What follows belongs to an exercise in optimizing a design on an open flow for small area; a production flow would make more cautious choices.
The RTL was checked by simulation tests, not by an equivalence proof against the original design.
Power is estimated from default activity; no workload was simulated.

==> onyx: inputs <==
==> flow/design.v <==
`timescale 1ns / 1ps
module driver(
input clk,
input [31:0] instruction,
input [1:0] core_sel,
input reset,
input [31:0] input_output_write_data,
input [31:0] output_addr_data,
input pc_ready,
output reg output_write_data_pass,
output reg output_addr_data_pass,
output reg [15:0] output_mem_addr,
output reg [31:0] output_mem_wdata,
output reg [3:0] output_wstrb,
output reg pc_valid,
output reg pc_instr,
input [15:0] mem_addr,
input [31:0] mem_wdata,
input [3:0] wstrb,
input mem_instr,
input mem_valid,
output reg [31:0] mem_rdata,
output reg mem_ready,
output reg chip_reset,
output [1:0] chip_core
);
  assign chip_core = core_sel;
  reg [2:0] state;
  reg [2:0] next_state;
  reg [31:0] opcode_pc2driver;
  reg [31:0] i_o_wdata_pc2driver;
  reg [15:0] i_o_addr_lo;
  reg        i_o_addr_hi_nz;        
  reg [15:0] mem_addr_risc2driver;
  reg [31:0] mem_wdata_risc2driver;
  reg [3:0]  wstrb_risc2driver;
  reg        mem_instr_risc2driver;
  wire s_i   = ~state[2] & ~state[1] & ~state[0];
  wire hld_b = state[0];                  
  wire hld_w = state[1];                  
  wire ld_w  = state[0] & ~state[1];      
  wire ld_b  = state[1] & ~state[0];      
  wire [2:0] f;
  assign f[0] = s_i | (state[0] & state[1]) | (mem_valid & (state[0] ^ state[1]));
  assign f[1] = s_i | (state[0] & ~mem_valid);
  assign f[2] = ld_b & ~mem_valid;
  always @(posedge clk) begin
    next_state <= f;
    state <= reset ? 3'b000 : next_state;
  end
  wire a_eq = (mem_addr_risc2driver == i_o_addr_lo) & ~i_o_addr_hi_nz;
  wire d_eq = (mem_wdata_risc2driver == i_o_wdata_pc2driver);
  always @(posedge clk) begin
    mem_rdata             <= ({32{ld_w}} & opcode_pc2driver) | ({32{hld_w}} & mem_rdata);
    mem_addr_risc2driver  <= ({16{ld_w}} & mem_addr)         | ({16{hld_w}} & mem_addr_risc2driver);
    mem_wdata_risc2driver <= ({32{ld_w}} & mem_wdata)        | ({32{hld_w}} & mem_wdata_risc2driver);
    wstrb_risc2driver     <= ({4{ld_w}}  & wstrb)            | ({4{hld_w}}  & wstrb_risc2driver);
    mem_instr_risc2driver <= (ld_w & mem_instr)              | (hld_w & mem_instr_risc2driver);
    opcode_pc2driver      <= ({32{ld_b}} & instruction)             | ({32{hld_b}} & opcode_pc2driver);
    i_o_wdata_pc2driver   <= ({32{ld_b}} & input_output_write_data) | ({32{hld_b}} & i_o_wdata_pc2driver);
    i_o_addr_lo           <= ({16{ld_b}} & output_addr_data[15:0])  | ({16{hld_b}} & i_o_addr_lo);
    i_o_addr_hi_nz        <= (ld_b & (|output_addr_data[31:16]))    | (hld_b & i_o_addr_hi_nz);
    output_mem_addr       <= ({16{ld_b}} & mem_addr_risc2driver)    | ({16{hld_b}} & output_mem_addr);
    output_mem_wdata      <= ({32{ld_b}} & mem_wdata_risc2driver)   | ({32{hld_b}} & output_mem_wdata);
    output_wstrb          <= ({4{ld_b}}  & wstrb_risc2driver)       | ({4{hld_b}}  & output_wstrb);
    pc_instr              <= (ld_b & mem_instr_risc2driver)         | (hld_b & pc_instr);
    output_addr_data_pass <= (ld_b & a_eq)                          | (hld_b & output_addr_data_pass);
    output_write_data_pass<= (ld_b & d_eq)                          | (hld_b & output_write_data_pass);
    mem_ready  <= ld_w | (state[0] & state[1] & mem_ready);
    chip_reset <= s_i | ((state[0] ^ state[1]) & chip_reset);
    pc_valid   <= state[0] | state[2];
  end
endmodule
==> flow/flow/run.sh <==
#!/bin/bash
set -euo pipefail
cd "$(dirname "$0")/.."
export BUFFER_PORTS_ARGS="-buffer_cell sky130_fd_sc_hd__buf_1"
export CTS_ARGS="-sink_clustering_enable -repair_clock_nets -dont_use_dummy_load -buf_list sky130_fd_sc_hd__clkbuf_8 -sink_clustering_size 20 -sink_clustering_max_diameter 60"
bash standard.sh finish > standard_flow.log 2>&1
==> flow/standard.sh <==
#!/bin/bash
# synth_recipe.tcl (not shown) runs the flow's synth.tcl, then flattens the netlist and writes it again
# the make line also repeats each setting of config.mk as NAME=value (left out here)
make -C /OpenROAD-flow-scripts/flow DESIGN_CONFIG=/design/flow/config.mk WORK_HOME=/design/flow/orfs CLKGATE_MAP_FILE= SYNTH_SCRIPT=/design/flow/synth_recipe.tcl "${@:-finish}"
==> flow/config.mk <==
export PLATFORM = sky130hd
export DESIGN_NAME = driver
export DESIGN_NICKNAME = driver
export VERILOG_FILES = /design/flow/design.v
export SDC_FILE = /design/flow/constraint.sdc
export NUM_CORES = 4
export LEC_CHECK = 0
export CAP_MARGIN = 20
export CORE_MARGIN = 2
export CORE_UTILIZATION = 80
export SLEW_MARGIN = 20
==> flow/constraint.sdc <==
create_clock -name core_clock -period 4.0 [get_ports {clk}]
set_input_delay 0.8000 -clock core_clock [delete_from_list [all_inputs] [get_ports {clk}]]
set_output_delay 0.8000 -clock core_clock [all_outputs]
set_load 0.01 [all_outputs]
==> xenon: changes against onyx <==
==> flow/run.sh (new file) <==
#!/bin/bash
# synth_recipe.tcl (not shown) runs the flow's synth.tcl, then flattens the netlist and writes it again
# the make line also repeats each setting of config.mk as NAME=value (left out here)
make -C /OpenROAD-flow-scripts/flow DESIGN_CONFIG=/design/flow/config.mk WORK_HOME=/design/flow/orfs CLKGATE_MAP_FILE= SYNTH_SCRIPT=/design/flow/synth_recipe.tcl finish
--- a/flow/config.mk
+++ b/flow/config.mk
@@ -7,5 +7,8 @@
 export LEC_CHECK = 0
 export CAP_MARGIN = 20
 export CORE_MARGIN = 2
-export CORE_UTILIZATION = 80
+export CORE_UTILIZATION = 40
+export CTS_BUF_LIST = sky130_fd_sc_hd__clkbuf_8
+export CTS_CLUSTER_DIAMETER = 60
+export CTS_CLUSTER_SIZE = 20
 export SLEW_MARGIN = 20
removed: flow/flow/run.sh
removed: flow/standard.sh
==> ember: changes against onyx <==
==> flow/design.v (replaced) <==
`timescale 1ns / 1ps
module driver(
input clk,
input [31:0] instruction,
input [1:0] core_sel,
input reset,
input [31:0] input_output_write_data,
input [31:0] output_addr_data,
input pc_ready,
output reg output_write_data_pass,
output reg output_addr_data_pass,
output reg [15:0] output_mem_addr,
output reg [31:0] output_mem_wdata,
output reg [3:0] output_wstrb,
output reg pc_valid,
output reg pc_instr,
input [15:0] mem_addr,
input [31:0] mem_wdata,
input [3:0] wstrb,
input mem_instr,
input mem_valid,
output reg [31:0] mem_rdata,
output reg mem_ready,
output reg chip_reset,
output [1:0] chip_core
);
  assign chip_core = core_sel;
  reg [2:0] next_state;
  reg st_w, st_b, st_hw, st_hb, st_d;
  reg [31:0] opcode_pc2driver;
  reg [31:0] i_o_wdata_pc2driver;
  reg [15:0] i_o_addr_lo;
  reg        i_o_addr_hi_nz;        
  reg [15:0] mem_addr_risc2driver;
  reg [31:0] mem_wdata_risc2driver;
  reg [3:0]  wstrb_risc2driver;
  reg        mem_instr_risc2driver;
  wire s_i  = ~st_hw & ~st_hb & ~st_d;    
  wire s_i2 = st_hw & st_hb;              
  always @(posedge clk) begin
    next_state[0] <= s_i | s_i2 | (mem_valid & (st_w | st_b));
    next_state[1] <= s_i | (st_hb & ~mem_valid);
    next_state[2] <= st_b & ~mem_valid;
    st_w  <= ~reset & next_state[0] & ~next_state[1];
    st_b  <= ~reset & next_state[1] & ~next_state[0];
    st_hb <= ~reset & next_state[0];
    st_hw <= ~reset & next_state[1];
    st_d  <= ~reset & next_state[2];
  end
  wire a_eq = (mem_addr_risc2driver == i_o_addr_lo) & ~i_o_addr_hi_nz;
  wire d_eq = (mem_wdata_risc2driver == i_o_wdata_pc2driver);
  always @(posedge clk) begin
    mem_rdata             <= ({32{st_w}} & opcode_pc2driver) | ({32{st_hw}} & mem_rdata);
    mem_addr_risc2driver  <= ({16{st_w}} & mem_addr)         | ({16{st_hw}} & mem_addr_risc2driver);
    mem_wdata_risc2driver <= ({32{st_w}} & mem_wdata)        | ({32{st_hw}} & mem_wdata_risc2driver);
    wstrb_risc2driver     <= ({4{st_w}}  & wstrb)            | ({4{st_hw}}  & wstrb_risc2driver);
    mem_instr_risc2driver <= (st_w & mem_instr)              | (st_hw & mem_instr_risc2driver);
    opcode_pc2driver      <= ({32{st_b}} & instruction)             | ({32{st_hb}} & opcode_pc2driver);
    i_o_wdata_pc2driver   <= ({32{st_b}} & input_output_write_data) | ({32{st_hb}} & i_o_wdata_pc2driver);
    i_o_addr_lo           <= ({16{st_b}} & output_addr_data[15:0])  | ({16{st_hb}} & i_o_addr_lo);
    i_o_addr_hi_nz        <= (st_b & (|output_addr_data[31:16]))    | (st_hb & i_o_addr_hi_nz);
    output_mem_addr       <= ({16{st_b}} & mem_addr_risc2driver)    | ({16{st_hb}} & output_mem_addr);
    output_mem_wdata      <= ({32{st_b}} & mem_wdata_risc2driver)   | ({32{st_hb}} & output_mem_wdata);
    output_wstrb          <= ({4{st_b}}  & wstrb_risc2driver)       | ({4{st_hb}}  & output_wstrb);
    pc_instr              <= (st_b & mem_instr_risc2driver)         | (st_hb & pc_instr);
    output_addr_data_pass <= (st_b & a_eq)                          | (st_hb & output_addr_data_pass);
    output_write_data_pass<= (st_b & d_eq)                          | (st_hb & output_write_data_pass);
    mem_ready  <= st_w | (s_i2 & mem_ready);
    chip_reset <= s_i | ((st_w | st_b) & chip_reset);
    pc_valid   <= st_hb | st_d;
  end
endmodule
==> flow/flow/run.sh (replaced) <==
#!/bin/bash
set -euo pipefail
cd "$(dirname "$0")/.."
export BUFFER_PORTS_ARGS="-buffer_cell sky130_fd_sc_hd__buf_1"
export CTS_ARGS="-sink_clustering_enable -repair_clock_nets -dont_use_dummy_load -buf_list sky130_fd_sc_hd__clkbuf_8 -root_buf sky130_fd_sc_hd__clkbuf_4 -tree_buf sky130_fd_sc_hd__clkbuf_4 -sink_clustering_buffer sky130_fd_sc_hd__clkbuf_8 -sink_clustering_size 20 -sink_clustering_max_diameter 60"
bash standard.sh finish > standard_flow.log 2>&1
==> pepper: changes against onyx <==
==> flow/flow/run.sh (replaced) <==
#!/bin/bash
set -euo pipefail
cd "$(dirname "$0")/.."
export BUFFER_PORTS_ARGS="-buffer_cell sky130_fd_sc_hd__buf_1"
bash standard.sh finish > standard_flow.log 2>&1
--- a/flow/config.mk
+++ b/flow/config.mk
@@ -7,5 +7,8 @@
 export LEC_CHECK = 0
 export CAP_MARGIN = 20
 export CORE_MARGIN = 2
-export CORE_UTILIZATION = 80
+export CORE_UTILIZATION = 40
+export CTS_BUF_LIST = sky130_fd_sc_hd__clkbuf_8
+export CTS_CLUSTER_DIAMETER = 60
+export CTS_CLUSTER_SIZE = 20
 export SLEW_MARGIN = 20
==> comparison table <==
Inserted tap cell count: onyx 111; xenon 229; ember 111; pepper 229
Slew at the pin closest to its max-slew limit: onyx 1120 ps; xenon 1100 ps; ember 1070 ps; pepper 1120 ps
Layout clock area frac: onyx 0.0242; xenon 0.0336; ember 0.0221; pepper 0.0335
Vias after detailed routing: onyx 5,960; xenon 5,525; ember 6,018; pepper 5,545
Nets in the synthesized netlist: onyx 749; xenon 749; ember 748; pepper 749
Sw power: onyx 1.54 mW; xenon 1.58 mW; ember 1.48 mW; pepper 1.57 mW
Shortest period the worst path allows: onyx 2880 ps; xenon 2290 ps; ember 1990 ps; pepper 2080 ps
FF-to-FF setup slack: onyx 1120 ps; xenon 1930 ps; ember 2040 ps; pepper 1920 ps
Count of flip-flops and latches: onyx 230; xenon 230; ember 232; pepper 230
Met2 usage: onyx 0.677; xenon 0.298; ember 0.676; pepper 0.294
Result of the run: onyx finished clean; xenon finished clean; ember finished clean; pepper finished clean
Critical path required time: onyx 4380 ps; xenon 3200 ps; ember 3200 ps; pepper 4420 ps
Sequential Power Share: onyx 0.596; xenon 0.531; ember 0.639; pepper 0.576
Final core utilization: onyx 0.933; xenon 0.571; ember 0.930; pepper 0.484
Portion of the post-synthesis area used by sequential elements: onyx 0.618; xenon 0.618; ember 0.621; pepper 0.618
Critical path destination: onyx output_addr_data_pass; xenon mem_rdata[27]; ember output_mem_wdata[25]; pepper output_addr_data_pass
Combinational cell power: onyx 1.02 mW; xenon 1.26 mW; ember 759 uW; pepper 1.00 mW
Share of total power consumed by net switching: onyx 0.309; xenon 0.288; ember 0.308; pepper 0.306
Met1 usage in global routing: onyx 0.454; xenon 0.255; ember 0.478; pepper 0.242
Fraction of standard cell area that is sequential: onyx 0.540; xenon 0.445; ember 0.548; pepper 0.525
Xor/xnor share of the synthesized area: onyx 0.0564; xenon 0.0564; ember 0.0562; pepper 0.0564
Routed wirelength normalized by instance count: onyx 22.0 um; xenon 19.0 um; ember 22.9 um; pepper 18.2 um
Synth Area in Adders: onyx 0.00504; xenon 0.00504; ember 0; pepper 0.00504
Leading cell type in the layout, fill and taps excluded: onyx buf_1; xenon clkdlybuf4s50_1; ember buf_1; pepper buf_1

==> what the ideal ports hide <==
The flow's constraints put no driver on any port. The routed layouts listed below were extracted and timed again, unchanged, in two steps. Step 1 (the two cells are an assumption about what drives the block):
set clk [get_ports {clk}]
set_driving_cell -lib_cell sky130_fd_sc_hd__clkbuf_16 $clk
set_driving_cell -lib_cell sky130_fd_sc_hd__buf_2 [delete_from_list [all_inputs] $clk]
Step 2 times the ports against the registers' clock, not the clock port: input delays grow and output delays shrink by t, the midpoint of the rising clock arrivals with the driver on. a / b / c = ideal / step 1 / step 2; a / b = the first two.
run | t, ns | setup WS [ns] | worst setup path after step 2 | worst data-port slew with drivers (ns) | cell pins on the clock port's net
onyx | 0.514 | 1.116 / 1.116 / 1.116 | register to register | 0.08 | 1
xenon | 0.544 | 1.713 / 1.670 / 1.933 | register to register | 0.11 | 1
ember | 0.592 | 2.006 / 1.974 / 2.039 | register to register | 0.07 | 1
pepper | 0.544 | 1.922 / 1.922 / 1.922 | register to register | 0.07 | 1
After both steps every run listed still meets setup and hold.
